Context: an optimization exercise on an open-source flow, tuned for small area. The choices shown serve that exercise and are no tape-out recipe. In this exercise RTL edits were held to simulation tests only and were not proved equivalent to the original. In every run shown here, the design's own scripts or RTL, not TritonCTS, make the clock network. No driver is modelled on the clock port, so clock power and skew are understated where the tree is cut down; a real chip needs a root buffer or a tree. Power is estimated from default activity; no workload was simulated.

--- flow/config.mk ---
export PLATFORM = sky130hd
export DESIGN_NAME = card_flip_game_top
export DESIGN_NICKNAME = card_flip_game_top
export VERILOG_FILES = /design/flow/design.v
export SDC_FILE = /design/flow/constraint.sdc
export NUM_CORES = 4
export LEC_CHECK = 0
export CAP_MARGIN = 20
export CORE_MARGIN = 2
export CORE_UTILIZATION = 70
export GPL_TIMING_DRIVEN = 0
export SLEW_MARGIN = 20
--- flow/constraint.sdc ---
create_clock -name core_clock -period 10.0 [get_ports {clk}]
set_input_delay 2.0000 -clock core_clock [delete_from_list [all_inputs] [get_ports {clk}]]
set_output_delay 2.0000 -clock core_clock [all_outputs]
set_load 0.01 [all_outputs]
--- flow/design.v ---
module game_logic (
    input wire clk,
    input wire reset,
    input wire up_btn,
    input wire down_btn,
    input wire left_btn,
    input wire right_btn,
    input wire select_btn,
    output reg [3:0] cursor_pos,    
    output reg [15:0] card_states,  
    output reg [7:0] move_count_d,  
    output wire game_won,           
    output reg game_won_d,          
    output reg card_matched         
);
    reg [3:0] first_card_pos;
    reg first_card_selected;
    reg move_inc;
    wire [1:0] row = cursor_pos[3:2];
    wire [1:0] col = cursor_pos[1:0];
    wire go_up = up_btn && (row != 2'd0);
    wire go_row = go_up || (down_btn && (row != 2'd3));
    wire go_left = !go_row && left_btn && (col != 2'd0);
    wire go_col = go_left || (!go_row && right_btn && (col != 2'd3));
    wire cur_up = card_states[cursor_pos];
    wire same_value = (first_card_pos[0] ^ first_card_pos[3]) == (cursor_pos[0] ^ cursor_pos[3]);
    wire pick = select_btn && !cur_up;
    wire second = pick && first_card_selected;
    wire is_match = second && same_value;
    assign game_won = (&card_states) && !move_inc;
    wire turn_up = pick && !is_match;
    wire [3:0] up_row = turn_up ? (4'b0001 << cursor_pos[3:2]) : 4'b0000;
    wire [3:0] up_col = 4'b0001 << cursor_pos[1:0];
    wire [3:0] dn_row = (is_match ? (4'b0001 << first_card_pos[3:2]) : 4'b0000) | {4{reset}};
    wire [3:0] dn_col = (4'b0001 << first_card_pos[1:0]) | {4{reset}};
    wire [15:0] card_states_next;
    genvar i;
    generate
        for (i = 0; i < 16; i = i + 1) begin : card
            assign card_states_next[i] = !(dn_row[i / 4] && dn_col[i % 4]) &&
                                         (card_states[i] || (up_row[i / 4] && up_col[i % 4]));
        end
    endgenerate
    always @(posedge clk) begin
        card_states <= card_states_next;
        if (reset) begin
            cursor_pos <= 4'b0000;
            move_count_d <= 8'hFF;
            move_inc <= 1'b1;
            first_card_selected <= 1'b0;
        end else begin
            cursor_pos <= {row + {go_up, go_row}, col + {go_left, go_col}};
            move_count_d <= move_count_d + {7'd0, move_inc};
            move_inc <= second;
            if (pick)
                first_card_selected <= !first_card_selected;
        end
        card_matched <= is_match;
        game_won_d <= game_won;
        if (pick && !first_card_selected)
            first_card_pos <= cursor_pos;
    end
endmodule
module vga_display (
    input wire clk,
    input wire reset,
    input wire [15:0] card_states,
    input wire [3:0] cursor_pos,
    output wire hsync,
    output wire vsync,
    output wire [3:0] red,
    output wire [3:0] green,
    output wire [3:0] blue
);
    reg [9:0] h_count;   
    reg [9:0] v_count;   
    reg video_on;
    wire h_end = h_count[9] & h_count[8] & (&h_count[4:0]);            
    wire v_end = v_count[9] & v_count[3] & v_count[2];                 
    assign hsync = h_count[9] & !h_count[8] & h_count[7] &
                   (h_count[6:4] != 3'b000) & (h_count[6:4] != 3'b111);
    assign vsync = (v_count[8:1] == 8'b11110101);
    wire h_act = !(h_count[9] & (h_count[8] | h_count[7]));            
    wire v_act = !v_count[9] & !(&v_count[8:5]);                       
    always @(posedge clk) begin
        if (reset || h_end)
            h_count <= 10'd0;
        else
            h_count <= h_count + 10'd1;
        if (reset || (h_end && v_end))
            v_count <= 10'd0;
        else if (h_end)
            v_count <= v_count + 10'd1;
        video_on <= h_act && v_act;
    end
    wire [3:0] grid_cell = {v_count[7:6], h_count[7:6]};
    wire hit = (grid_cell == cursor_pos);
    wire up = card_states[grid_cell];
    wire a = video_on & (hit | up);    
    wire b = video_on & (hit | !up);   
    wire c = video_on & !hit & up;     
    wire d = video_on & !hit & !up;    
    assign red = {a, b, a, b};
    assign green = {c, d, c, d};
    assign blue = {c, d, c, d};
endmodule
module uart_logger (
    input wire clk,
    input wire reset,
    input wire [3:0] card_pos,
    input wire card_flipped,
    input wire card_matched,
    input wire game_won,
    input wire [7:0] move_count,
    output reg uart_tx
);
    reg [3:0] phase;
    reg [9:0] baud;
    reg src_pos;         
    reg [3:0] pos;       
    wire idle = !phase[3] && !phase[1] && phase[0];
    wire event_in = card_flipped || card_matched || game_won;
    wire load = idle && event_in;
    wire bit_end = baud[9] & (&baud[6:0]);
    wire [2:0] k = phase[2:0];
    wire data_bit = src_pos ? (!k[2] && pos[k[1:0]]) :
                    pos[0] ? k[0] : move_count[k];
    always @(posedge clk) begin
        if (idle || bit_end)
            baud <= 10'd0;
        else
            baud <= {baud[8:0], !(baud[9] ^ baud[0])};
        if (reset)
            phase <= 4'b0001;
        else if (load)
            phase <= 4'b0111;
        else if (bit_end) begin
            phase[2:0] <= phase[2:0] + 3'd1;
            phase[3] <= phase[3] ? !(&phase[2:0]) : phase[2];
        end
        uart_tx <= phase[3] ? data_bit : !phase[2];
        if (load) begin
            src_pos <= card_flipped;
            pos <= {card_pos[3:1], card_flipped ? card_pos[0] : card_matched};
        end
    end
endmodule
module card_flip_game_top (
    input wire clk,            
    input wire reset,          
    input wire up_btn,
    input wire down_btn,
    input wire left_btn,
    input wire right_btn,
    input wire select_btn,
    output wire hsync,
    output wire vsync,
    output wire [3:0] red,
    output wire [3:0] green,
    output wire [3:0] blue,
    output wire [6:0] seg_display,
    output wire [3:0] seg_select,
    output wire uart_tx
);
    wire [3:0] cursor_pos;
    wire [15:0] card_states;
    wire [7:0] move_count_d;
    wire game_won;
    wire game_won_d;
    wire card_matched;
    game_logic game_controller (
        .clk(clk),
        .reset(reset),
        .up_btn(up_btn),
        .down_btn(down_btn),
        .left_btn(left_btn),
        .right_btn(right_btn),
        .select_btn(select_btn),
        .cursor_pos(cursor_pos),
        .card_states(card_states),
        .move_count_d(move_count_d),
        .game_won(game_won),
        .game_won_d(game_won_d),
        .card_matched(card_matched)
    );
    vga_display display (
        .clk(clk),
        .reset(reset),
        .card_states(card_states),
        .cursor_pos(cursor_pos),
        .hsync(hsync),
        .vsync(vsync),
        .red(red),
        .green(green),
        .blue(blue)
    );
    seven_segment_driver seg_driver (
        .move_count_d(move_count_d[3:0]),
        .game_won_d(game_won_d),
        .seg_display(seg_display),
        .seg_select(seg_select)
    );
    uart_logger game_logger (
        .clk(clk),
        .reset(reset),
        .card_pos(cursor_pos),
        .card_flipped(select_btn),
        .card_matched(card_matched),
        .game_won(game_won),
        .move_count(move_count_d),
        .uart_tx(uart_tx)
    );
endmodule
module seven_segment_driver (
    input wire [3:0] move_count_d,
    input wire game_won_d,
    output reg [6:0] seg_display,
    output wire [3:0] seg_select
);
    assign seg_select = 4'b1110;
    localparam [15:0] SEG0 = 16'hfc12;
    localparam [15:0] SEG1 = 16'hfc60;
    localparam [15:0] SEG2 = 16'hfc04;
    localparam [15:0] SEG3 = 16'hfc92;
    localparam [15:0] SEG4 = 16'hfeba;
    localparam [15:0] SEG5 = 16'hfc8e;
    localparam [15:0] SEG6 = 16'hfc83;
    wire [6:0] digit = {SEG6[move_count_d], SEG5[move_count_d], SEG4[move_count_d],
                        SEG3[move_count_d], SEG2[move_count_d], SEG1[move_count_d],
                        SEG0[move_count_d]};
    always @(*) begin
        if (game_won_d)
            seg_display = 7'b0010101;
        else
            seg_display = digit;
    end
endmodule
--- flow/flow/run.sh ---
#!/bin/bash
# Layout flow: the standard ORFS flow (standard.sh) with
#  - synthesis: synth_recipe.tcl, but abc maps with an area script and no
#    adder cells (same registers, names and cell types);
#  - 1x buffers on the ports, and one tie cell for all constant outputs;
#  - a one-level clock tree: CTS_NBUF clock buffers fed by the clock port,
#    each driving one cluster of registers, built before global placement
#    (flow/gpl_hook.tcl, flow/clock_tree.tcl) and sized after placement
#    (flow/cts_hook.tcl).
# Each tool's output goes to standard_flow.log here (ORFS's own logs are
# under orfs/logs).
set -euo pipefail
F=$PWD/flow
export FLOW_ABC_SCRIPT=$F/area.script
export CTS_NBUF=${CTS_NBUF:-4}
export CTS_MASTER=${CTS_MASTER:-sky130_fd_sc_hd__clkbuf_8}
export CTS_SIZES=${CTS_SIZES:-"sky130_fd_sc_hd__clkbuf_8 sky130_fd_sc_hd__buf_8 sky130_fd_sc_hd__buf_12 sky130_fd_sc_hd__clkbuf_16"}
export CTS_SLEW_NS=${CTS_SLEW_NS:-0.112}
bash standard.sh \
  "SYNTH_SCRIPT=$F/synth_area.tcl" \
  "ADDER_MAP_FILE=" \
  "BUFFER_PORTS_ARGS=-buffer_cell sky130_fd_sc_hd__buf_1" \
  "PRE_GLOBAL_PLACE_TCL=$F/gpl_hook.tcl" \
  "PRE_CTS_TCL=$F/cts_hook.tcl" \
  finish > standard_flow.log 2>&1
--- flow/flow/area.script ---
strash
balance
rewrite
refactor
balance
rewrite
rewrite -z
balance
refactor -z
rewrite -z
balance
&get -n
&st
&dch
&nf -R 1000 -p
&put
mfs3 -a
--- flow/flow/clock_tree.tcl ---
proc manual_clock_tree {nbuf master} {
  set block [ord::get_db_block]
  set clk [$block findNet clk]
  set sinks [$clk getITerms]
  set pts {}
  foreach it $sinks {
    set box [[$it getInst] getBBox]
    lappend pts [list [expr {([$box xMin] + [$box xMax]) / 2}] [expr {([$box yMin] + [$box yMax]) / 2}]]
  }
  set n [llength $pts]
  # k-means, seeded along the sinks sorted by x then y
  set order [lsort -integer -indices [lmap p $pts {expr {[lindex $p 0] * 4 + [lindex $p 1]}}]]
  set cent {}
  for {set k 0} {$k < $nbuf} {incr k} {
    lappend cent [lindex $pts [lindex $order [expr {($k * 2 + 1) * $n / (2 * $nbuf)}]]]
  }
  for {set iter 0} {$iter < 50} {incr iter} {
    set asg {}
    foreach p $pts {
      set best 0; set bd -1
      for {set k 0} {$k < $nbuf} {incr k} {
        set c [lindex $cent $k]
        set d [expr {abs([lindex $p 0] - [lindex $c 0]) + abs([lindex $p 1] - [lindex $c 1])}]
        if {$bd < 0 || $d < $bd} { set bd $d; set best $k }
      }
      lappend asg $best
    }
    set new {}
    for {set k 0} {$k < $nbuf} {incr k} {
      set sx 0; set sy 0; set m 0
      foreach p $pts a $asg { if {$a == $k} { incr sx [lindex $p 0]; incr sy [lindex $p 1]; incr m } }
      if {$m == 0} { lappend new [lindex $cent $k] } else { lappend new [list [expr {$sx / $m}] [expr {$sy / $m}]] }
    }
    set cent $new
  }
  set mst [[ord::get_db] findMaster $master]
  for {set k 0} {$k < $nbuf} {incr k} {
    set inst [odb::dbInst_create $block $mst "clkbuf_leaf_$k"]
    set onet [odb::dbNet_create $block "clknet_leaf_$k"]
    $onet setSigType CLOCK
    [$inst findITerm A] connect $clk
    [$inst findITerm X] connect $onet
    set c [lindex $cent $k]
    $inst setLocation [lindex $c 0] [lindex $c 1]
    $inst setPlacementStatus PLACED
    set cnt 0
    foreach it $sinks a $asg {
      if {$a == $k} { $it disconnect; $it connect $onet; incr cnt }
    }
    puts "manual clock tree: $master clkbuf_leaf_$k at $c drives $cnt registers"
  }
}

--- flow/flow/cts_hook.tcl ---
# PRE_CTS hook: the clock tree was built before global placement
# (flow/gpl_hook.tcl), so clock_tree_synthesis only propagates the clock
# and sizes each clock buffer: the smallest of CTS_SIZES whose output slew,
# estimated from the placement, is under CTS_SLEW_NS.
rename clock_tree_synthesis orfs_clock_tree_synthesis
proc clock_tree_synthesis {args} {
  set_propagated_clock [all_clocks]
  estimate_parasitics -placement
  foreach inst [get_cells clkbuf_leaf_*] {
    foreach m $::env(CTS_SIZES) {
      replace_cell $inst $m
      estimate_parasitics -placement
      set out [get_pins -of_objects $inst -filter "direction==output"]
      set s [get_property $out slew_max]
      if {$s < $::env(CTS_SLEW_NS)} { break }
    }
    puts "clock buffer [get_property $inst name]: $m, estimated slew $s"
  }
}
--- flow/flow/gpl_hook.tcl ---
# PRE_GLOBAL_PLACE hook: merges the tie cells (flow/ties.tcl) and builds the
# clock tree (flow/clock_tree.tcl) right after the ports are buffered, from the positions of the placement that
# skipped the IOs, so global placement pulls each cluster to its buffer.
source [file join [file dirname [info script]] clock_tree.tcl]
source [file join [file dirname [info script]] ties.tcl]
rename buffer_ports orfs_buffer_ports
proc buffer_ports {args} {
  orfs_buffer_ports {*}$args
  merge_tie_cells
  manual_clock_tree $::env(CTS_NBUF) $::env(CTS_MASTER)
}
--- flow/flow/synth_area.tcl ---
# synth_recipe.tcl with one change: abc maps with the area script named by FLOW_ABC_SCRIPT.
proc synth {args} { yosys synth -nofsm -noshare {*}$args }
proc abc {args} {
  set i [lsearch -exact $args -script]
  if {$i >= 0 && [info exists ::env(FLOW_ABC_SCRIPT)]} { lset args [expr {$i + 1}] $::env(FLOW_ABC_SCRIPT) }
  yosys abc {*}$args
}
source $::env(SCRIPTS_DIR)/synth.tcl
# left out here: clear keep_hierarchy, flatten, clean up, hide names made inside functions, write 1_2_yosys.v
--- flow/flow/ties.tcl ---
# Merge the tie cells: one conb_1 drives every constant output, its HI pin
# the outputs tied high and its LO pin those tied low.
proc merge_tie_cells {} {
  set block [ord::get_db_block]
  set ties {}
  foreach inst [$block getInsts] {
    if {[[$inst getMaster] getName] eq "sky130_fd_sc_hd__conb_1"} { lappend ties $inst }
  }
  if {[llength $ties] < 2} { return }
  set keep [lindex $ties 0]
  foreach inst [lrange $ties 1 end] {
    foreach pin {HI LO} {
      set net [[$inst findITerm $pin] getNet]
      if {$net eq "NULL"} { continue }
      set knet [[$keep findITerm $pin] getNet]
      [$inst findITerm $pin] disconnect
      if {$knet eq "NULL"} {
        [$keep findITerm $pin] connect $net
        continue
      }
      foreach bt [$net getBTerms] { $bt disconnect; $bt connect $knet }
      foreach it [$net getITerms] { $it disconnect; $it connect $knet }
      odb::dbNet_destroy $net
    }
    odb::dbInst_destroy $inst
  }
  puts "merged [llength $ties] tie cells into [$keep getName]"
}
--- flow/standard.sh ---
#!/bin/bash
# synth_recipe.tcl (not shown) runs the flow's synth.tcl, then flattens the netlist and writes it again
# the make line also repeats each setting of config.mk as NAME=value (left out here)
make -C /OpenROAD-flow-scripts/flow DESIGN_CONFIG=/design/flow/config.mk WORK_HOME=/design/flow/orfs CLKGATE_MAP_FILE= SYNTH_SCRIPT=/design/flow/synth_recipe.tcl "${@:-finish}"
==> flow_summary.ini, run 1 <==
[global_route]
track_usage_pct = 24.65
grt_pass1_vias = 2383
grt_max_degree = 22
gr-total-overflow = 0
antenna_found_initial = 0
grt_pass1_wl_um = 10840

[worst_setup_path]
crit_type = flip-flop to primary output
start_kind = flip-flop
crit_path_max_fanout = 9
crit_buf_inv = 2
slowest_delay_ns = 0.60
critPathTopFamily = flip-flops
critPathCaptureType = primary output
crit_chain = mux4_2 > a21oi_1 > a32oi_1 > nor2_1 > and2_0 > buf_4 > buf_1
worst_ep_required_time_ns = 8.00
cp.arrival_ns = 2.21
crit_slowest_cell = dfxtp_1

[layout]
area_growth_pct = 6.724
fin_nets = 410
drive_gt1_share_pct = 6.250
antennaDiodeCount = 0

[floorplanning]
die_h_um = 73.37
rows = 25
start_util_pct = 71.79
fp.coreArea_um2 = 4692
dieArea_um2 = 5382
die_w_um = 73.37
io_pins = 33

[detailed_routing]
ant_nets = 0
via_count = 2746
wire_per_inst_um = 14.36
vias_per_cell = 6.048
drc_errors = 0
wirelength_um = 6521
drt_iter0_markers = 120
dr.pass1.iters = 5

[sta]
finalHoldWorstSlack_ns = 0.4553
relSlewSlack_pct = 37.68
fmaxAchievable_ghz = 0.2374
period_needed_ns = 4.213
finClkSkew_ns = 0.02794
slew_viol_final = 0
setup_tns_ns = 0
final-setup-viol-count = 0
finalCritPeriodShare_pct = 42.13
hold_viol = 0
rsz0062_at_grt = no
worstMarginPinSlew_ns = 0.9250

[power_and_ir_drop]
ir_drop_v = 0.0002144
p_per_area_nw_per_um2 = 165.8
leakagePower_nw = 1.318

[synth]
avgSynthCellArea_um2 = 9.128
synth_area_um2 = 3368
yosys_warnings = 4
synthFlopType = dfxtp_1
synth_cell_types = 39
ys_seq_area_share_pct = 48.44
async_flop_share_pct = 0
synth-edff-count = 9
synth_cells = 369
yosys_register_bits = 77

[clock_tree]
cts.clk_slew.worst_paths_ns = 0.10
post_cts_buffers = 0
clkLatencyLatePin_ns = 0.16
ctsResizeCount = 0
cts_hold_buf = 0

[hold_path]
hold_path_class = flip-flop to flip-flop

[placed_design]
place_hpwl_um = 4976
numPortBuffers = 28
place.gp.congestion = 0.8916

[flow_run]
max_cap_violations = 0

[status]
status = complete, no violations
[synth_stat cells, types with 9 or more instances]
library cell  number  share of area (%)
nand2_1           20                2.2
edfxtp_1           9                8.0
a21oi_1           62                9.2
nor2b_1           13                2.4
dfxtp_1           68                 40
xnor2_1           11                2.9
buf_4             16                3.6
clkinv_1          10                1.1
and3_1            13                2.4
nor3_1            16                2.4
o21ai_0           18                2.7
nor2_1            40                4.5
[worst paths after layout]
kind | start | to | slack, ns | cells after the start
max reg2reg | game_controller.cursor_pos[0] | game_controller.card_states[11] | 6.81 | 8
max | display.h_count[7] | blue[0] | 5.79 | 7
min reg2reg | game_logger.baud[7] | game_logger.baud[8] | 0.46 | 1
min | game_logger.baud[7] | game_logger.baud[8] | 0.46 | 1
[through the flow]
stage / std cells / utilization, % / power [mW] / cell area (um^2) / setup WS, ns
finish: 454 / 76.61 / 0.5961 / 3595 / 5.787
global route: 454 / 76.61 / 0.6282 / 3595 / 5.505
CTS: 454 / 76.61 / 0.5968 / 3595 / 5.776
detailed placement: 454 / 76.56 / 0.5707 / 3592 / 5.965
global placement: 454 / 76.56 / 0.5658 / 3592 / 5.995
floorplan: 371 / - / 0.4535 / 3376 / 6.285
[cells in the final DEF (no fill, tap or decap), types with 6 or more instances in the layout]
master and count:
dfxtp_1 68, a21oi_1 62, nor2_1 40, buf_1 28, nand2_1 20, o21ai_0 18, nor3_1 16, buf_4 16
and3_1 13, nor2b_1 13, xnor2_1 11, clkinv_1 10, edfxtp_1 9, nand4_1 7, xor2_1 7, nand2b_1 6
[kinds of logic (layout without fill, tap and decap cells)]
family                    Yosys count  in the layout  share of synthesized area (%)
and+or+nand+nor                   132            132                          19.58
AOI/OAI and AO/OA                 107            107                          18.46
DFF                                77             77                          48.44
buffers and inverters              26             58                          4.681
xor gates and xnor gates           18             18                          4.680
muxes                               7              7                          3.938
other                               2              1                         0.2230
[registers in the layout, summed over array words and instances (netlist names), 4 cells and up]
| name | flops |
|---|---|
| game_controller.card_states | 16 |
| game_logger.pos | 4 |
| game_controller.move_count_d | 8 |
| game_logger.phase | 4 |
| display.h_count | 10 |
| display.v_count | 10 |
| game_logger.baud | 10 |
| game_controller.cursor_pos | 4 |
| game_controller.first_card_pos | 4 |
[metal layers]
| layer | GRT usage, % | wire length, um | share of wire (%) | vias up |
|---|---|---|---|---|
| met5 | 0 | 0 | 0 | - |
| met4 | 2.828 | 59 | 0.90 | 0 |
| met3 | 2.058 | 417 | 6.4 | 9 |
| met2 | 41.34 | 2951 | 45 | 100 |
| met1 | 36.27 | 3093 | 47 | 1246 |
| li1 | - | - | - | 1391 |
[cell type report]
class                           count  area, um^2
Sequential cell                    77        1632
Multi-Input combinational cell    265        1575
Fill cell                         349        1097
Buffer                             20       177.7
Timing Repair Buffer               28       105.1
Tap cell                           54       67.56
Inverter                           10       37.54
[where the power goes]
| group | leakage [nW] | switching [mW] | internal, mW |
|---|---|---|---|
| Clock | 0.0292 | 0.0733 | 0.0416 |
| Sequential | 0.642 | 0.0262 | 0.334 |
| Combinational | 0.647 | 0.0653 | 0.0557 |
| Total | 1.32 | 0.165 | 0.431 |
==> inputs of run 2 (changes only) <==
--- a/flow/config.mk
+++ b/flow/config.mk
@@ -8,5 +8,4 @@
 export CAP_MARGIN = 20
 export CORE_MARGIN = 2
 export CORE_UTILIZATION = 70
-export GPL_TIMING_DRIVEN = 0
 export SLEW_MARGIN = 20
==> flow_summary.ini, run 2 <==
[synth]
synth_most_common_cell = dfxtp_1
ys_seq_area_share_pct = 48.44
synthFlopType = dfxtp_1
yosys_warnings = 4
synth_cells = 369
avgSynthCellArea_um2 = 9.128
synth_area_um2 = 3368
yosys.area.top_type = dfxtp_1
synth_top_cell_area_share_pct = 40.42
synth_area_leaders = dfxtp_1 40%, a21oi_1 9.2%, edfxtp_1 8.0%, nor2_1 4.5%, buf_4 3.6%
synth-edff-count = 9
async_flop_share_pct = 0
yosys_register_bits = 77
synth_cell_types = 39
synthTopCellsByCount = 68 x dfxtp_1, 62 x a21oi_1, 40 x nor2_1

[floorplanning]
fp.coreArea_um2 = 4692
die_w_um = 73.37
dieArea_um2 = 5382
start_util_pct = 71.79
rows = 25
die_h_um = 73.37
io_pins = 33

[detailed_routing]
wire_per_inst_um = 14.51
ant_nets = 0
wirelength_um = 6368
drc_errors = 0
drt_iter0_markers = 114
via_count = 2710
vias_per_cell = 6.173
dr.pass1.iters = 4

[power_and_ir_drop]
power_frac_comb_pct = 18.1
p_sw_uw = 159.3
ir_drop_v = 0.0002080
power_uw = 576.8
leakagePower_nw = 1.245
p_seq_share_pct = 62.4
netSwitchingFraction_pct = 27.62
p_per_area_nw_per_um2 = 165.7
power_frac_clock_pct = 19.5
p_int_uw = 417.5

[layout]
post-route-util_pct = 74.21
final_cell_mix = 68 x dfxtp_1, 62 x a21oi_1, 40 x nor2_1
n_fill_cell = 350
antennaDiodeCount = 0
final_common_cell = dfxtp_1
fin_cells = 439
fin_nets = 395
seqCellArea_um2 = 1632
regMostFlops = game_controller.card_states
design_area_um2 = 3482
area_growth_pct = 3.380
largest_reg_flops = 16
multi_input_area_um2 = 1575
drive_gt1_share_pct = 2.597

[clock_tree]
post_cts_buffers = 0
ctsResizeCount = 0
cts_hold_buf = 0
clkLatencyLatePin_ns = 0.15
cts.clk_slew.worst_paths_ns = 0.10

[sta]
fmaxAchievable_ghz = 0.2470
setup_tns_ns = 0
relSlewSlack_pct = 33.08
hold_viol = 0
period_needed_ns = 4.049
finalHoldWorstSlack_ns = 0.4580
fin_ws_ns = 5.951
worstMarginPinSlew_ns = 0.9934
finalCritPeriodShare_pct = 40.49
final-setup-viol-count = 0
finClkSkew_ns = 0.02626
slew_viol_final = 0
rsz0062_at_grt = no

[global_route]
grt_max_degree = 22
track_usage_pct = 24.26
grt_pass1_wl_um = 10700
gr-total-overflow = 0
antenna_found_initial = 0
grt_pass1_vias = 2398

[worst_setup_path]
r2r_start = game_controller.cursor_pos[0]
r2r-end = game_controller.card_states[5]
crit_type = flip-flop to primary output
crit_path_max_fanout = 9
start_kind = flip-flop
slowest_delay_ns = 0.56
r2r_slack_ns = 6.86
critPathCaptureType = primary output
crit_slowest_cell = dfxtp_1
cp.arrival_ns = 2.05
worst_ep_required_time_ns = 8.00
rr_worst_depth = 10
crit_chain = mux4_2 > a21oi_1 > a32oi_1 > nor2_1 > and2_0 > buf_1

[placed_design]
placed_cells = 439
numPortBuffers = 28
dp_worst_setup_slack_ns = 6.130
place.gp.congestion = 0.9108
place_hpwl_um = 4882
postPlaceCellArea_um2 = 3480

[flow_run]
max_cap_violations = 0

[hold_path]
whs_path_depth = 1
hold_end = game_logger.baud[9]
hp-start = game_logger.baud[8]
hold_path_class = flip-flop to flip-flop

[status]
status = complete, no violations
-- run 2: cell count changes in the layout (fill, tap and decap cells not counted), sizes merged --
cell / change
buf: -15
-- run 2: worst max path at each step --
| stage | start | to | slack (ns) | cells past startpoint |
|---|---|---|---|---|
| after floorplan | display.h_count[7] | blue[0] | 6.28 | 6 |
| after CTS | display.h_count[7] | blue[0] | 5.93 | 6 |
| after detailed placement | display.h_count[7] | blue[0] | 6.13 | 6 |
| after global placement | display.h_count[7] | green[2] | 6.19 | 6 |
| final | display.h_count[7] | blue[0] | 5.95 | 6 |
| after global routing | display.h_count[7] | blue[0] | 5.71 | 6 |
-- run 2: power groups by stage --
| stage | logic, mW | registers, mW | clock network (mW) |
|---|---|---|---|
| after detailed placement | 0.104 | 0.367 | 0.0833 |
| after CTS | 0.104 | 0.359 | 0.116 |
| after global placement | 0.101 | 0.366 | 0.0833 |
| after floorplan | 0.0944 | 0.359 | 0 |
| final | 0.104 | 0.360 | 0.113 |
| after global routing | 0.119 | 0.364 | 0.125 |
-- run 2: kinds of logic (layout without fill, tap and decap cells) --
| logic type | count (synthesis) | in the layout | share of synthesized area, % |
|---|---|---|---|
| AOI/OAI and AO/OA | 107 | 107 | 18.46 |
| muxes | 7 | 7 | 3.938 |
| and+or+nand+nor | 132 | 132 | 19.58 |
| buffers and inverters | 26 | 43 | 4.681 |
| DFF | 77 | 77 | 48.44 |
| other | 2 | 1 | 0.2230 |
| xor gates and xnor gates | 18 | 18 | 4.680 |
-- run 2: per-layer routing --
metal / GRT usage (%) / share of wire [%] / up-vias
met5: 0 / 0 / -
met4: 5.253 / 1.5 / 0
met3: 1.646 / 5.7 / 10
met2: 39.94 / 45 / 85
met1: 35.32 / 48 / 1258
li1: - / - / 1357
-- run 2: layout make-up --
class	count	area share, %
sequential	77	46.86
buffer	4	1.653
inverter	10	1.078
tap	54	1.940
timing repair buffer	29	3.234
multi-input combinational	265	45.24
-- run 2: worst max-delay path, delay by kind of cell, from the launching register on --
| family | cells | cell delay (ns) |
|---|---|---|
| flip-flops | 1 | 0.56 |
| multiplexers | 1 | 0.56 |
| AND/OR/NAND/NOR | 2 | 0.35 |
| AO/OA/AOI/OAI | 2 | 0.25 |
| buffers and inverters | 1 | 0.17 |
==> inputs of run 3 (changes only) <==
--- a/flow/flow/run.sh
+++ b/flow/flow/run.sh
@@ -2,6 +2,7 @@
 # Layout flow: the standard ORFS flow (standard.sh) with
 #  - synthesis: synth_recipe.tcl, but abc maps with an area script and no
 #    adder cells (same registers, names and cell types);
+#  - synthesis buffers removed at floorplan (REMOVE_ABC_BUFFERS);
 #  - 1x buffers on the ports, and one tie cell for all constant outputs;
 #  - a one-level clock tree: CTS_NBUF clock buffers fed by the clock port,
 #    each driving one cluster of registers, built before global placement
@@ -19,6 +20,7 @@
 bash standard.sh \
   "SYNTH_SCRIPT=$F/synth_area.tcl" \
   "ADDER_MAP_FILE=" \
+  "REMOVE_ABC_BUFFERS=1" \
   "BUFFER_PORTS_ARGS=-buffer_cell sky130_fd_sc_hd__buf_1" \
   "PRE_GLOBAL_PLACE_TCL=$F/gpl_hook.tcl" \
   "PRE_CTS_TCL=$F/cts_hook.tcl" \
--- a/flow/config.mk
+++ b/flow/config.mk
@@ -8,4 +8,5 @@
 export CAP_MARGIN = 20
 export CORE_MARGIN = 2
 export CORE_UTILIZATION = 70
+export GPL_TIMING_DRIVEN = 0
 export SLEW_MARGIN = 20
==> flow_summary.ini, run 3 <==
[status]
status = complete, no violations

[worst_setup_path]
start_kind = flip-flop
crit_path_max_fanout = 9
cp.arrival_ns = 2.14
crit_chain = mux4_2 > a21oi_1 > a32oi_1 > nor2_1 > and2_0 > buf_1
crit_type = flip-flop to primary output
critPathCaptureType = primary output
worst_ep_required_time_ns = 8.00
slowest_delay_ns = 0.62
crit_slowest_cell = dfxtp_1

[layout]
final_cell_mix = 68 x dfxtp_1, 62 x a21oi_1, 40 x nor2_1
regMostFlops = game_controller.card_states
antennaDiodeCount = 0
fin_nets = 394
drive_gt1_share_pct = 2.344
largest_reg_flops = 16
fin_cells = 438
area_growth_pct = 3.120
final_common_cell = dfxtp_1
n_fill_cell = 350

[power_and_ir_drop]
ir_drop_v = 0.0001626
leakagePower_nw = 1.240
p_per_area_nw_per_um2 = 166.0

[flow_run]
max_cap_violations = 0

[synth]
synth_area_um2 = 3368
synthFlopType = dfxtp_1
synth_compound_area_share_pct = 18.46
synth_most_common_cell = dfxtp_1
synth-edff-count = 9
yosys_register_bits = 77
synthTopCellsByCount = 68 x dfxtp_1, 62 x a21oi_1, 40 x nor2_1
synth_adder_area_share_pct = 0
async_flop_share_pct = 0
yosys.area.top_type = dfxtp_1
synth_top_family_by_area = simple AND/OR/NAND/NOR gates
avgSynthCellArea_um2 = 9.128
synth_cells = 369
ys_seq_area_share_pct = 48.44
synth_top_cell_area_share_pct = 40.42
synthMuxAreaShare_pct = 3.938
synth_area_leaders = dfxtp_1 40%, a21oi_1 9.2%, edfxtp_1 8.0%, nor2_1 4.5%, buf_4 3.6%
synthSimpleGateAreaFrac_pct = 19.58
yosys_warnings = 4
synth_cell_types = 39
synth-xor-area-share_pct = 4.681

[hold_path]
hold_path_class = flip-flop to flip-flop

[sta]
slew_viol_final = 0
finalCritPeriodShare_pct = 41.37
worstMarginPinSlew_ns = 0.9159
setup_tns_ns = 0
rsz0062_at_grt = no
period_needed_ns = 4.137
fmaxAchievable_ghz = 0.2417
hold_viol = 0
relSlewSlack_pct = 38.30
finClkSkew_ns = 0.03259
fin_ws_ns = 5.863
final-setup-viol-count = 0

[global_route]
gr-total-overflow = 0
track_usage_pct = 23.82
grt_pass1_wl_um = 10380
antenna_found_initial = 0
grt_max_degree = 23
grt_pass1_vias = 2281

[floorplanning]
start_util_pct = 71.79
io_pins = 33
dieArea_um2 = 5382
die_h_um = 73.37
die_w_um = 73.37
rows = 25
fp.coreArea_um2 = 4692

[clock_tree]
cts_hold_buf = 0
clkLatencyLatePin_ns = 0.16
ctsResizeCount = 0
post_cts_buffers = 0
cts.clk_slew.worst_paths_ns = 0.11

[placed_design]
place.gp.congestion = 0.9151
numPortBuffers = 28
dp_worst_setup_slack_ns = 5.919
placed_cells = 438
place_hpwl_um = 4951

[detailed_routing]
drt_iter0_markers = 154
wirelength_um = 6504
drc_errors = 0
via_count = 2720
dr.pass1.iters = 6
ant_nets = 0
wire_per_inst_um = 14.85
vias_per_cell = 6.210
## run 3: cell count changes in the layout (fill, tap and decap cells not counted), sizes merged
cell,change
clkbuf,+1
buf,-2
## run 3: final cells by class
cell class / instances / area, um^2 / area share, %
sequential: 77 / 1632 / 46.97
tap: 54 / 67.56 / 1.945
timing repair buffer: 28 / 105.1 / 3.026
inverter: 10 / 37.54 / 1.081
multi-input combinational: 265 / 1575 / 45.35
buffer: 4 / 56.30 / 1.621
## run 3: logic make-up (layout without fill, tap and decap cells)
logic type	count (synthesis)	after routing
AND/OR/NAND/NOR	132	132
other	2	1
multiplexers	7	7
XOR/XNOR	18	18
flip-flops	77	77
buffers and inverters	26	42
AO/OA/AOI/OAI	107	107
## run 3: final timing paths
| path | slack [ns] | endpoint | start | cells past startpoint |
|---|---|---|---|---|
| min reg2reg | 0.46 | game_logger.baud[8] | game_logger.baud[7] | 1 |
| max reg2reg | 6.71 | game_controller.card_states[10] | game_controller.cursor_pos[0] | 8 |
| min | 0.46 | game_logger.baud[8] | game_logger.baud[7] | 1 |
| max | 5.86 | green[2] | display.h_count[7] | 6 |
## run 3: per-layer routing
| metal | GRT usage [%] | part of all wire, % | vias up |
|---|---|---|---|
| met3 | 1.097 | 4.9 | 10 |
| li1 | - | - | 1369 |
| met1 | 34.22 | 46 | 1258 |
| met4 | 4.444 | 1.5 | 0 |
| met2 | 40.64 | 47 | 83 |
| met5 | 0 | 0 | - |
## run 3: worst max-delay path: cells and delay by family (launching register included)
kind,cells,cell delay [ns]
flops,1,0.62
mux,1,0.56
simple gates,2,0.38
compound gates,2,0.23
buf+inv,1,0.19
## run 3: through the flow
step	total power, mW	area, um^2	hold WS, ns	util [%]
2_1_floorplan	0.4368	3256	0.4138	-
3_3_place_gp	0.5504	3472	0.4316	74.00
3_5_place_dp	0.5539	3472	0.4341	74.00
4_1_cts	0.5789	3473	0.4635	74.03
5_1_grt	0.6063	3473	0.4695	74.03
6_report	0.5766	3473	0.4591	74.03
## run 3: power by group
| part | switching [mW] | leakage (nW) | internal, mW |
|---|---|---|---|
| clock network | 0.0723 | 0.0290 | 0.0394 |
| registers | 0.0257 | 0.642 | 0.334 |
| logic | 0.0633 | 0.570 | 0.0417 |
| total | 0.161 | 1.24 | 0.415 |
==> inputs of run 4 (changes only) <==
--- a/flow/design.v
+++ b/flow/design.v
@@ -31,13 +31,13 @@
     wire turn_up = pick && !is_match;
     wire [3:0] up_row = turn_up ? (4'b0001 << cursor_pos[3:2]) : 4'b0000;
     wire [3:0] up_col = 4'b0001 << cursor_pos[1:0];
-    wire [3:0] dn_row = (is_match ? (4'b0001 << first_card_pos[3:2]) : 4'b0000) | {4{reset}};
-    wire [3:0] dn_col = (4'b0001 << first_card_pos[1:0]) | {4{reset}};
+    wire [3:0] dn_row = is_match ? (4'b0001 << first_card_pos[3:2]) : 4'b0000;
+    wire [3:0] dn_col = 4'b0001 << first_card_pos[1:0];
     wire [15:0] card_states_next;
     genvar i;
     generate
         for (i = 0; i < 16; i = i + 1) begin : card
-            assign card_states_next[i] = !(dn_row[i / 4] && dn_col[i % 4]) &&
+            assign card_states_next[i] = !(reset || (dn_row[i / 4] && dn_col[i % 4])) &&
                                          (card_states[i] || (up_row[i / 4] && up_col[i % 4]));
         end
     endgenerate
--- a/flow/flow/run.sh
+++ b/flow/flow/run.sh
@@ -2,7 +2,6 @@
 # Layout flow: the standard ORFS flow (standard.sh) with
 #  - synthesis: synth_recipe.tcl, but abc maps with an area script and no
 #    adder cells (same registers, names and cell types);
-#  - synthesis buffers removed at floorplan (REMOVE_ABC_BUFFERS);
 #  - 1x buffers on the ports, and one tie cell for all constant outputs;
 #  - a one-level clock tree: CTS_NBUF clock buffers fed by the clock port,
 #    each driving one cluster of registers, built before global placement
@@ -20,7 +19,6 @@
 bash standard.sh \
   "SYNTH_SCRIPT=$F/synth_area.tcl" \
   "ADDER_MAP_FILE=" \
-  "REMOVE_ABC_BUFFERS=1" \
   "BUFFER_PORTS_ARGS=-buffer_cell sky130_fd_sc_hd__buf_1" \
   "PRE_GLOBAL_PLACE_TCL=$F/gpl_hook.tcl" \
   "PRE_CTS_TCL=$F/cts_hook.tcl" \
--- a/flow/flow/clock_tree.tcl
+++ b/flow/flow/clock_tree.tcl
@@ -33,6 +33,33 @@
     }
     set cent $new
   }
+  # balance: assign registers to centres nearest first, at most
+  # ceil(n / nbuf) per centre, then move each centre to its cluster's middle
+  set cap [expr {($n + $nbuf - 1) / $nbuf}]
+  set pairs {}
+  set i 0
+  foreach p $pts {
+    for {set k 0} {$k < $nbuf} {incr k} {
+      set c [lindex $cent $k]
+      lappend pairs [list [expr {abs([lindex $p 0] - [lindex $c 0]) + abs([lindex $p 1] - [lindex $c 1])}] $i $k]
+    }
+    incr i
+  }
+  set asg [lrepeat $n -1]
+  set fill [lrepeat $nbuf 0]
+  foreach pr [lsort -integer -index 0 $pairs] {
+    lassign $pr d i k
+    if {[lindex $asg $i] >= 0 || [lindex $fill $k] >= $cap} { continue }
+    lset asg $i $k
+    lset fill $k [expr {[lindex $fill $k] + 1}]
+  }
+  set new {}
+  for {set k 0} {$k < $nbuf} {incr k} {
+    set sx 0; set sy 0; set m 0
+    foreach p $pts a $asg { if {$a == $k} { incr sx [lindex $p 0]; incr sy [lindex $p 1]; incr m } }
+    if {$m == 0} { lappend new [lindex $cent $k] } else { lappend new [list [expr {$sx / $m}] [expr {$sy / $m}]] }
+  }
+  set cent $new
   set mst [[ord::get_db] findMaster $master]
   for {set k 0} {$k < $nbuf} {incr k} {
     set inst [odb::dbInst_create $block $mst "clkbuf_leaf_$k"]
--- a/flow/config.mk
+++ b/flow/config.mk
@@ -8,5 +8,4 @@
 export CAP_MARGIN = 20
 export CORE_MARGIN = 2
 export CORE_UTILIZATION = 70
-export GPL_TIMING_DRIVEN = 0
 export SLEW_MARGIN = 20
==> flow_summary.ini, run 4 <==
[worst_setup_path]
critPathCaptureType = primary output
path_depth = 8
worst_ep_required_time_ns = 8.00
crit_chain = mux4_2 > nand2_1 > nand2_1 > a21oi_1 > a21oi_1 > nor2_1 > and2_0 > buf_1
cp.arrival_ns = 2.10
crit_buf_inv = 1
crit_slowest_cell = dfxtp_1
crit_path_max_fanout = 10
rr_worst_depth = 11
critPathTopFamily = flip-flops
slowest_delay_ns = 0.60
crit_type = flip-flop to primary output
r2r_start = game_controller.cursor_pos[0]
cp-endpoint = green[0]
r2r_slack_ns = 6.74
start_kind = flip-flop
worstSetupStartpoint = display.h_count[7]
r2r-end = game_controller.card_states[3]

[layout]
final_common_cell = dfxtp_1
area_growth_pct = 3.963
multi_input_area_um2 = 1628
fin_cells = 450
drive_gt1_share_pct = 2.872
final_cell_mix = 68 x dfxtp_1, 47 x a21oi_1, 42 x nor2_1
antennaDiodeCount = 0
regMostFlops = game_controller.card_states
design_area_um2 = 3545
seqCellArea_um2 = 1632
n_fill_cell = 364
largest_reg_flops = 16
fin_nets = 393

[detailed_routing]
drt_iter0_markers = 165
ant_nets = 0
dr.pass1.iters = 4
wirelength_um = 6565
vias_per_cell = 6.089
via_count = 2740
drc_errors = 0
wire_per_inst_um = 14.59

[power_and_ir_drop]
p_per_area_nw_per_um2 = 159.5
p_int_uw = 409.3
power_frac_clock_pct = 21.1
p_sw_uw = 156.1
leakagePower_nw = 1.228
netSwitchingFraction_pct = 27.62
ir_drop_v = 0.0002103
power_frac_comb_pct = 16.1
p_seq_share_pct = 62.8

[sta]
rsz0062_at_grt = no
fmaxAchievable_ghz = 0.2441
period_needed_ns = 4.097
hold_viol = 0
setup_tns_ns = 0
final-setup-viol-count = 0
finClkSkew_ns = 0.03436
fin_ws_ns = 5.903
finalCritPeriodShare_pct = 40.97
finalHoldWorstSlack_ns = 0.4613
slew_viol_final = 0
worstMarginPinSlew_ns = 0.8283
relSlewSlack_pct = 44.00

[synth]
synth_most_common_cell = dfxtp_1
synthTopCellsByCount = 68 x dfxtp_1, 47 x a21oi_1, 42 x nor2_1
yosys_register_bits = 77
synth_area_um2 = 3410
synth_top_cell_area_share_pct = 39.93
yosys.area.top_type = dfxtp_1
synth-edff-count = 9
ys_seq_area_share_pct = 47.85
synth_area_leaders = dfxtp_1 40%, edfxtp_1 7.9%, a21oi_1 6.9%, nor2_1 4.6%, a211oi_1 3.7%
yosys_warnings = 4
synth_cell_types = 41
async_flop_share_pct = 0
synth_cells = 366
avgSynthCellArea_um2 = 9.316
synthFlopType = dfxtp_1

[global_route]
grt_pass1_wl_um = 10860
grt_max_degree = 40
antenna_found_initial = 0
grt_pass1_vias = 2397
gr-total-overflow = 0
track_usage_pct = 24.53

[hold_path]
hold_path_class = flip-flop to flip-flop

[floorplanning]
start_util_pct = 72.19
dieArea_um2 = 5445
io_pins = 33
die_h_um = 73.79
rows = 25
die_w_um = 73.79
fp.coreArea_um2 = 4723

[clock_tree]
post_cts_buffers = 0
clkLatencyLatePin_ns = 0.17
ctsResizeCount = 0
cts.clk_slew.worst_paths_ns = 0.11
cts_hold_buf = 0

[placed_design]
placed_cells = 449
place.gp.congestion = 0.8940
place_hpwl_um = 4931
numPortBuffers = 28
postPlaceCellArea_um2 = 3537
dp_worst_setup_slack_ns = 6.059

[flow_run]
max_cap_violations = 0

[status]
status = complete, no violations
[run 4: cell types whose count changed in the layout (fill, tap and decap cells not counted), moves of 4 or more]
cell	delta
a211oi_1	+13
o21ai_0	-7
a21oi_1	-15
a311oi_1	+4
[run 4: cell type report]
| type | count | share of cell area [%] |
|---|---|---|
| Sequential cell | 77 | 46.03 |
| Multi-Input combinational cell | 265 | 45.92 |
| Timing Repair Buffer | 30 | 3.318 |
| Tap cell | 67 | 2.365 |
| Buffer | 4 | 1.624 |
| Inverter | 7 | 0.7413 |
[run 4: per-stage QoR]
stage / total power, mW / util, %
4_1_cts: 0.5665 / 74.94
5_1_grt: 0.5927 / 75.05
3_5_place_dp: 0.5357 / 74.89
6_report: 0.5654 / 75.05
2_1_floorplan: 0.4347 / -
3_3_place_gp: 0.5323 / 74.89
[run 4: worst reg2reg max path: stages, from the launching register on]
cell and delay [ns]:
dfxtp_1 0.60, clkinv_1 0.17, nor2_1 0.44, a222oi_1 0.20, nand4_1 0.16, a21boi_0 0.20, a21boi_0 0.19, nand2_1 0.19
o21ai_0 0.20, nor3_1 0.42, a21oi_1 0.13, a311oi_1 0.26
[run 4: worst min path at each step]
stage,startpoint,to,slack (ns),cells past startpoint
after global routing,game_logger.baud[7],game_logger.baud[8],0.47,1
after global placement,game_logger.baud[8],game_logger.baud[9],0.42,1
after detailed placement,game_logger.baud[7],game_logger.baud[8],0.43,1
final,game_logger.baud[7],game_logger.baud[8],0.46,1
after floorplan,game_logger.baud[7],game_logger.baud[8],0.41,1
after CTS,game_logger.baud[7],game_logger.baud[8],0.46,1
[run 4: logic make-up (layout without fill, tap and decap cells)]
family / after synthesis / after routing / synth area share, %
and+or+nand+nor: 138 / 138 / 20.62
AOI/OAI and AO/OA: 103 / 103 / 19.01
DFF: 77 / 77 / 47.85
buffers and inverters: 23 / 41 / 4.294
xor gates and xnor gates: 16 / 16 / 4.110
muxes: 7 / 7 / 3.890
other: 2 / 1 / 0.2203
[run 4: metal layers]
metal	part of all wire (%)	GRT usage (%)	vias up
met3	5.8	1.646	4
li1	-	-	1370
met4	0.93	4.444	0
met1	47	35.94	1270
met5	0	0	-
met2	46	40.48	96
[run 4: power groups by stage]
stage	logic (mW)	clock network (mW)	registers, mW
after detailed placement	0.0907	0.0833	0.362
after CTS	0.0910	0.121	0.355
after floorplan	0.0797	0	0.355
final	0.0913	0.119	0.355
after global placement	0.0877	0.0833	0.361
after global routing	0.104	0.131	0.358

-- what the ideal ports hide --
No port has a modelled driver above. Below, the same layouts with a new extraction and two added sets of constraints. Step 1 sets driving cells, clkbuf_16 on the clock port and buf_2 on the other inputs (assumed; they add their load-dependent delay and slew). Step 2 times the ports against the registers' clock, not the clock port: input delays grow and output delays shrink by t, the midpoint of the rising clock arrivals with the driver on. Three values: no drivers, after step 1, after step 2; two values: the first two.
run	t, ns	setup WS [ns]	hold WS [ns]	worst data-port slew with drivers (ns)	cell pins on the clock port's net
run 1	0.198	5.787 / 5.732 / 5.911	0.455 / 0.455 / 0.455	0.03	4
run 2	0.200	5.951 / 5.892 / 6.092	0.458 / 0.458 / 0.458	0.03	4
run 3	0.201	5.863 / 5.811 / 5.938	0.459 / 0.459 / 0.459	0.03	4
run 4	0.205	5.903 / 5.847 / 6.052	0.461 / 0.461 / 0.461	0.03	4
After both steps setup and hold are still met in every run listed.
